This design comes from an exercise in tuning for small area on the open sky130 flow, not from production work. No activity file was given, so power comes from the tool's default toggle rates.

==> job 648: inputs <==
Design RhythmGame_Top, start of the top module:
module RhythmGame_Top (
    input  wire        CLOCK_50,
    input  wire [3:0]  KEY,
    input  wire [9:0]  SW,
    output wire [6:0]  HEX0, HEX1, HEX2, HEX3, HEX4, HEX5,
    output wire [9:0]  LEDR,
    output wire [7:0]  o_DM_Row,
    output wire [7:0]  o_DM_Col,
    output wire        o_Piezo
);
clock: 25.0 ns
lec_check: 0
cap_margin: 20
core_margin: 2
core_utilization: 65
slew_margin: 20
standard.sh (not shown) runs the stock make flow with config.mk's settings and CLKGATE_MAP_FILE= SYNTH_SCRIPT=/design/flow/synth_recipe.tcl, a recipe that flattens the netlist after the stock synthesis.
==> flow/flow/run.sh <==
#!/bin/bash
# Standard synthesis, then the combinational logic is re-mapped for area with
# ABC (flip-flops untouched), then the standard layout steps. Ports are
# buffered with the smallest buffer; CTS takes the arguments in cts_args.txt.
set -euo pipefail
HERE=$(pwd)
RES=$HERE/orfs/results/$FLOW_PLATFORM/RhythmGame_Top/base
bash standard.sh $RES/1_2_yosys.v > synth.log 2>&1
cp $RES/1_2_yosys.v $HERE/1_2_yosys_standard.v
export REOPT_LIB=$FLOW_HOME/platforms/$FLOW_PLATFORM/lib/sky130_fd_sc_hd__tt_025C_1v80.lib
export REOPT_IN=$HERE/1_2_yosys_standard.v
export REOPT_OUT=$RES/1_2_yosys.v
export REOPT_ABC=$HERE/flow/reopt.abc
export REOPT_DONT_USE="$(make -s -C $FLOW_HOME DESIGN_CONFIG=$FLOW_CONFIG print-DONT_USE_CELLS 2>/dev/null | sed "s/^DONT_USE_CELLS: //")"
echo "dont use: $REOPT_DONT_USE" > reopt.log
yosys -c flow/reopt.tcl >> reopt.log 2>&1
touch $RES/1_2_yosys.v
bash standard.sh "BUFFER_PORTS_ARGS=-buffer_cell sky130_fd_sc_hd__buf_1" \
  "CTS_ARGS=$(cat flow/cts_args.txt)" finish > layout.log 2>&1
==> flow/flow/cts_args.txt <==
-sink_clustering_enable -repair_clock_nets -buf_list sky130_fd_sc_hd__clkbuf_4 sky130_fd_sc_hd__clkbuf_8 -dont_use_dummy_load
==> flow/flow/reopt.abc <==
strash; &get -n; &deepsyn -T 30; &put; dch -f; amap
==> flow/flow/reopt.tcl <==
# Re-optimise the combinational logic of the standard synthesis netlist.
# Flip-flops and tie cells stay as they are (same instances, names and types);
# every other cell is read as its liberty function, flattened and re-mapped.
yosys -import
set lib $::env(REOPT_LIB)
set in  $::env(REOPT_IN)
set out $::env(REOPT_OUT)
read_liberty -ignore_miss_func $lib
read_verilog $in
hierarchy -top $::env(FLOW_TOP)
blackbox sky130_fd_sc_hd__df* sky130_fd_sc_hd__edf* sky130_fd_sc_hd__sdf* sky130_fd_sc_hd__conb_1
flatten
hierarchy -top $::env(FLOW_TOP)
opt -purge
set du {}
foreach c $::env(REOPT_DONT_USE) { lappend du -dont_use $c }
abc -liberty $lib {*}$du -script $::env(REOPT_ABC)
opt_clean -purge
hierarchy -top $::env(FLOW_TOP)
stat -liberty $lib
write_verilog -noattr -nohex -nodec $out
==> inputs of job 2941, as changes to job 648 <==
==> flow/flow/cts_args.txt (replaced) <==
-sink_clustering_enable -repair_clock_nets -buf_list {sky130_fd_sc_hd__clkbuf_2 sky130_fd_sc_hd__clkbuf_4 sky130_fd_sc_hd__clkbuf_8} -dont_use_dummy_load -balance_levels
==> key figures <==
Run status
  – Outcome: no timing/DRC/antenna violations

Placement
  – Detailed Place HPWL: 12100 µm

Floorplanning
  – Die span in x: 118 µm

Cells and area
  – Number of non-clock inverters in the layout: 171
  – Total of clock buffers placed in the layout: 17

Setup path
  – Slowest cell delay on critical path: 0.39 ns

Routing
  – Routed Antenna Nets: 0
  – Detailed-route DRC error count: 0

Power
  – Highest ir drop seen on vdd: 0.0000504 V
  – Top power consumer group: registers

Global routing
  – Overflow after GRT: 0
  – Met1 global-route usage: 0.350

STA
  – Tcrit/Tclk final: 0.478

Clocking
  – Clock net sink count: 188
The numbers above come from job 2941.

==> key figures <==
Run status
  – Outcome: aborted with a tool error
  – Stage where the flow stopped: clock tree synthesis (4_1_cts)
  – First Error: [ERROR STA-0564] clock_tree_synthesis positional arguments not supported.

Logic synthesis
  – Syn nets: 991
  – Mean instance size in the synthesized netlist: 8.64 µm²
  – Yosys warnings: 5

Floorplanning
  – Die span in x: 118 µm

Placement
  – Detailed Place HPWL: 12100 µm
The numbers above come from job 648.

Function was not checked in any run of this note: the RTL went through the layout flow alone.

==> port drivers added, routing unchanged <==
How much do the figures lean on ideal ports? The routed layout below was timed once more, with nothing changed but the port constraints. Step 1, drivers: a clkbuf_16 drives CLOCK_50 and a buf_2 each remaining input, both assumed. Step 2 also shifts input and output timing later by t, the mid clock arrival at the registers, as if the neighbouring blocks saw the same clock. a / b / c = ideal ports / drivers / drivers and shift; a / b = the first two.
run: job 2941
t (ns): 0.480
slack for setup (ns): 13.055 / 13.032 / 13.032
worst hold slack (ns): 0.358 / 0.358 / 0.358
worst setup path at the end: input to output
pins driven straight from the clock port: 1
After both steps job 2941 still meets setup and hold. For job 2941, drivers alone change the setup slack by -0.023 ns; drivers and shift together by -0.023 ns.
